Source: an optimization exercise on an open RTL-to-GDS flow (aim: small area and a short achievable clock period). Production flows keep margins and buffers that such runs may drop. The RTL was checked by simulation tests, not by an equivalence proof against the original design. Power is estimated from default activity; no workload was simulated.

==> flow/design.v, too long to show whole: its modules and the start of the top module <==
// module MULTI_32bit: 3470 lines
// module MULTI_32bit_fa: 6 lines
// module MULTI_32bit_ha: 6 lines
module MULTI_32bit(clk, rst, A, B, F);
  // ...
==> flow/flow/run.sh <==
#!/bin/bash
# The standard layout, but with port buffers of a plain buffer cell
# (buffer_ports otherwise picks a delay cell, clkdlybuf4s50_1).
set -euo pipefail
export BUFFER_PORTS_ARGS="-buffer_cell sky130_fd_sc_hd__buf_4"
bash standard.sh > make_finish.log 2>&1
==> flow/standard.sh <==
#!/bin/bash
# synth_recipe.tcl (not shown) runs the flow's synth.tcl, then flattens the netlist and writes it again
# the make line also repeats each setting of config.mk as NAME=value (left out here)
make -C /OpenROAD-flow-scripts/flow DESIGN_CONFIG=/design/flow/config.mk WORK_HOME=/design/flow/orfs CLKGATE_MAP_FILE= SYNTH_SCRIPT=/design/flow/synth_recipe.tcl "${@:-finish}"
==> flow/config.mk <==
export PLATFORM = sky130hd
export DESIGN_NAME = MULTI_32bit
export DESIGN_NICKNAME = MULTI_32bit
export VERILOG_FILES = /design/flow/design.v
export SDC_FILE = /design/flow/constraint.sdc
export NUM_CORES = 4
export LEC_CHECK = 0
export ABC_CLOCK_PERIOD_IN_PS = 2500
export CAP_MARGIN = 20
export CORE_MARGIN = 2
export CORE_UTILIZATION = 40
export SETUP_SLACK_MARGIN = 4.3
export SLEW_MARGIN = 20
export SYNTH_HIERARCHICAL = 1
export SYNTH_MINIMUM_KEEP_SIZE = 0
==> flow/constraint.sdc <==
create_clock -name core_clock -period 7.0 [get_ports {clk}]
set_input_delay 1.4000 -clock core_clock [delete_from_list [all_inputs] [get_ports {clk}]]
set_output_delay 1.4000 -clock core_clock [all_outputs]
set_load 0.01 [all_outputs]
==> impl_metrics.env, run 1 <==
export IMPL_met3_wirelength_um=5730
export IMPL_timing_rr_start="r2_p8$_DFF_P_"
export IMPL_seq_cells=456
export IMPL_fin_nets=2451
export IMPL_wl_per_cell_um=24.9
export IMPL_n_clock_buffer=70
export IMPL_clk_pin_slew_worst_paths_ns=0.06
export IMPL_reg2reg_slack_ns=4.21
export IMPL_numCtsBuffers=51
export IMPL_leakagePower_nw=10.9
export IMPL_power_leader="combinational logic"
export IMPL_synth_area_mux_share_pct=0.861
export IMPL_slew_viol_final=0
export IMPL_clockPowerShare_pct=18.9
export IMPL_multi_input_cells=1343
export IMPL_power_mw=14.9
export IMPL_yosys_area_share_simple_pct=4.97
export IMPL_drc_errors=0
export IMPL_nonClkBufAreaFrac_pct=4.33
export IMPL_ctsHoldBuffers=0
export IMPL_status="finished clean"
export IMPL_synth_seq_cells=456
export IMPL_power_density_mw_per_mm2=526
export IMPL_viasPerCell=5.59
export IMPL_path_delay_family="compound AO/OA/AOI/OAI gates"
export IMPL_critPathMaxFanout=5
export IMPL_dieArea_sq_mm=0.0604
export IMPL_maxCapViolCount=0
export IMPL_period_needed_ns=2.79
export IMPL_synth_top_cells_by_count="dfxtp_1, xnor2_1, fa_1"
==> run 2: changes to the inputs <==
--- a/flow/config.mk
+++ b/flow/config.mk
@@ -9,7 +9,7 @@
 export CAP_MARGIN = 20
 export CORE_MARGIN = 2
 export CORE_UTILIZATION = 40
-export SETUP_SLACK_MARGIN = 4.3
+export SETUP_SLACK_MARGIN = 4.5
 export SLEW_MARGIN = 20
 export SYNTH_HIERARCHICAL = 1
 export SYNTH_MINIMUM_KEEP_SIZE = 0
==> impl_metrics.env, run 2 <==
export IMPL_comb_power_share_pct=55.6
export IMPL_ctsHoldBuffers=0
export IMPL_vias=15700
export IMPL_status="finished clean"
export IMPL_areaGrowthSynthToFinish_pct=25.3
export IMPL_reg2reg_slack_ns=4.25
export IMPL_power_switching_mw=6.09
export IMPL_ir_drop_mv=0.427
export IMPL_htreeDepth=2
export IMPL_n_fill_cell=4841
export IMPL_power_mw=15.5
export IMPL_grt_overflow_total=0
export IMPL_initial_core_util_pct=40.5
export IMPL_rsz0062_at_grt="yes"
export IMPL_multi_input_area_sq_mm=0.0154
export IMPL_worstMarginPinSlew_ns=0.843
export IMPL_dpl_hpwl_um=42500
export IMPL_numCtsBuffers=50
export IMPL_reg2reg_depth=5
export IMPL_critical_path_class="flip-flop to flip-flop"
export IMPL_switching_share_pct=39.3
export IMPL_dieArea_sq_mm=0.0604
export IMPL_fin_crit_sh_pct=39.3
export IMPL_clk_pin_slew_worst_paths_ns=0.06
export IMPL_synth_top_cells_by_count="dfxtp_1, xnor2_1, fa_1"
export IMPL_worst_setup_path_end_kind="flip-flop"
export IMPL_drive_gt1_share_pct=32.9
export IMPL_grt_pass1_vias=16400
export IMPL_top_regs="F: 32 flops, r1_e: 8 flops, r2_e: 8 flops"
export IMPL_drc_errors=0
export IMPL_drt_pass1_iter_count=5
export IMPL_wl_per_cell_um=25.1
export IMPL_worstSkewPairLatency_ns=0.61
export IMPL_rows=88
export IMPL_yosys_warnings=7
export IMPL_yosysUniqueCellTypes=62
export IMPL_slew_viol_final=0
export IMPL_syn_inst=1953
export IMPL_pin_count=98
export IMPL_r2r_end="r2_h30$_DFF_P_"
export IMPL_place_congestion=0.824
export IMPL_period_needed_ns=2.75
export IMPL_crit_arrival_ns=3.24
export IMPL_grt_max_degree=55
export IMPL_clock_skew_ns=0.0222
export IMPL_synth_largest_area_cell="dfxtp_1"
export IMPL_seqPwrFrac_pct=26.4
export IMPL_antenna_found_initial=1
export IMPL_grt_pass1_wl_um=102000
export IMPL_clockPowerShare_pct=18.0
export IMPL_finalSetupTns_ns=0
export IMPL_layout_common_cells="dfxtp_1, xnor2_1, a22oi_1, fa_2, buf_4"
export IMPL_regArea_sq_mm=0.00920
export IMPL_worstHoldPathType="flip-flop to flip-flop"
export IMPL_cts_sinks=456
export IMPL_synth_area_leaders="dfxtp_1, fa_1, xnor2_1"
export IMPL_slew_limit_headroom_pct=43.7
export IMPL_regMostFlops="F"
export IMPL_final_util_pct=50.7
export IMPL_largest_reg_flops=32
export IMPL_critPathLaunch="r1_c29_2$_DFF_P_"
export IMPL_diodes=0
export IMPL_synthFlopType="dfxtp_1"
export IMPL_syn_area_sq_mm=0.0234
export IMPL_leakagePower_nw=11.0
export IMPL_maxCapViolCount=0
export IMPL_syn_area_per_cell_sq_um=12.0
export IMPL_timing_rr_start="r1_c29_2$_DFF_P_"
export IMPL_synth_most_common_cell="dfxtp_1"
export IMPL_max_freq_mhz=363
export IMPL_portBuffers=96
export IMPL_synth_top_area_share_pct=39.0
export IMPL_final_cell_area_sq_mm=0.0293
export IMPL_synth_seq_cells=456
export IMPL_start_kind="flip-flop"
export IMPL_final_hold_violation_count=0
export IMPL_fin_nets=2478
export IMPL_grt_use_total_pct=23.0
export IMPL_critPathRequiredTime_ns=7.48
export IMPL_place_area_sq_mm=0.0258
export IMPL_critPathMaxFanout=1
export IMPL_antenna_left=0
export IMPL_fp_coreArea_sq_mm=0.0578
export IMPL_fin_hold_ws_ns=0.324
export IMPL_finalSetupViolations=0
export IMPL_die_width_um=246
export IMPL_power_density_mw_per_mm2=529
export IMPL_viasPerCell=5.52
export IMPL_internal_power_mw=9.43
export IMPL_clock_path_buffers=3
export IMPL_die_h_um=246
export IMPL_synth_seq_area_share_pct=39.0
export IMPL_cts_root_buf="clkbuf_16"
export IMPL_endpoint="r2_h30$_DFF_P_"
export IMPL_drt_iter0_drc=1178
export IMPL_synth_enable_flop_cells=0
export IMPL_mostFrequentLayoutCell="dfxtp_1"
export IMPL_async_flop_share_pct=0
export IMPL_cts_tree="yes"
export IMPL_finalWirelength_um=71600
-- run 2: changes by cell type in the layout (fill, tap and decap cells not counted), moves of 17 or more --
cell and delta:
dfxtp_2 +40, a22oi_2 +30, dfxtp_1 -41, ha_1 -17
fa_1 -99, a22oi_1 -30, fa_2 +99
-- run 2: worst min path at each step --
stage | to | depth (start not counted) | startpoint | slack (ns)
after global placement | r2_e[4]$_DFF_P_ | 0 | r1_e[4]$_DFF_P_ | 0.31
after CTS | r2_s$_DFF_P_ | 0 | r1_s$_DFF_P_ | 0.33
after global routing | r2_e[0]$_DFF_P_ | 0 | r1_e[0]$_DFF_P_ | 0.33
after floorplan | F[31]$_DFF_P_ | 0 | r2_s$_DFF_P_ | 0.31
after detailed placement | r2_s$_DFF_P_ | 0 | r1_s$_DFF_P_ | 0.31
final | r2_e[0]$_DFF_P_ | 0 | r1_e[0]$_DFF_P_ | 0.32
-- run 2: kinds of logic (layout without fill, tap and decap cells) --
kind of cell	Yosys count	count (layout)	synth area share, %
AOI/OAI and AO/OA	410	411	12.3
xor gates and xnor gates	314	314	11.8
adders and majority gates	368	368	28.2
buffers and inverters	172	291	2.90
DFF	456	456	39.0
muxes	18	18	0.861
other	1	11	0.0160
and+or+nand+nor	214	214	4.97
-- run 2: repair_timing --
item | in CTS | in global routing
pin swaps | 58 | 59
setup endpoints to repair | 198 | 116
buffers inserted | 16 | 24
cloned | 13 | 12
resized for setup | 161 | 102
-- run 2: final cells by class --
| class | instances | area share (%) |
|---|---|---|
| Tap cell | 765 | 3.26 |
| Clock inverter | 18 | 0.930 |
| Clock buffer | 73 | 5.08 |
| Sequential cell | 456 | 31.4 |
| Multi-Input combinational cell | 1336 | 52.4 |
| Timing Repair inverter | 9 | 0.269 |
| Inverter | 30 | 1.02 |
| Timing Repair Buffer | 161 | 5.72 |
-- run 2: per-layer routing --
metal  vias up  wire [um]  track usage, %
met2       679      33300            37.5
met5         -          0               0
met1      8013      29900            30.3
met3       158       5490            3.89
li1       6878          -               -
met4         0       2920            9.43
-- run 2: per-module statistics from Yosys (local to each module, per instance) --
module / copies in the design / area [sq um] / flip-flops and latches
MULTI_32bit: 1 / 17700 / 456
MULTI_32bit_ha: 32 / 12.5 / 0
MULTI_32bit_fa: 264 / 20.0 / 0
-- run 2: power groups by stage --
stage	registers, mW	clock network [mW]	logic [mW]
floorplan	3.99	0	4.69
global placement	4.10	0	7.21
detailed placement	4.13	0	7.39
CTS	4.08	2.85	8.21
global route	4.17	2.95	9.50
finish	4.10	2.79	8.63
-- run 2: metrics by stage --
| step | std cells | setup slack [ns] |
|---|---|---|
| 2_1_floorplan | 1963 | 4.16 |
| 3_3_place_gp | 2692 | 3.28 |
| 3_5_place_dp | 2692 | 3.25 |
| 4_1_cts | 2812 | 4.30 |
| 5_1_grt | 2848 | 4.21 |
| 6_report | 2848 | 4.25 |
-- run 2: critical path, cell delays in order, from the launching register on --
cell and delay, ns:
dfxtp_1 0.32, fa_1 0.44, fa_2 0.55, fa_1 0.44, fa_2 0.61, ha_2 0.28

re-timing with driven ports:
In the flow no input, the clock included, has a driving cell. The finished layouts below were timed again as built, in two steps.
Step 1 sets driving cells, clkbuf_16 on the clock port and buf_2 on the other inputs (assumed; they add their load-dependent delay and slew).
Step 2 times the ports against the registers' clock, not the clock port: input delays grow and output delays shrink by t, the midpoint of the rising clock arrivals with the driver on.
a / b / c = no drivers / after step 1 / after step 2; a / b = the first two.
run | t, ns | setup slack, ns | latest minus earliest clock arrival (ns)
run 1 | 0.657 | 4.213 / 4.213 / 3.691 | 0.025 / 0.025
run 2 | 0.651 | 4.246 / 4.246 / 3.872 | 0.028 / 0.027
After both steps every run listed still meets setup and hold. The setup slack of run 1, which loses most, moves by 0.000 ns with the drivers and by -0.522 ns with both steps.
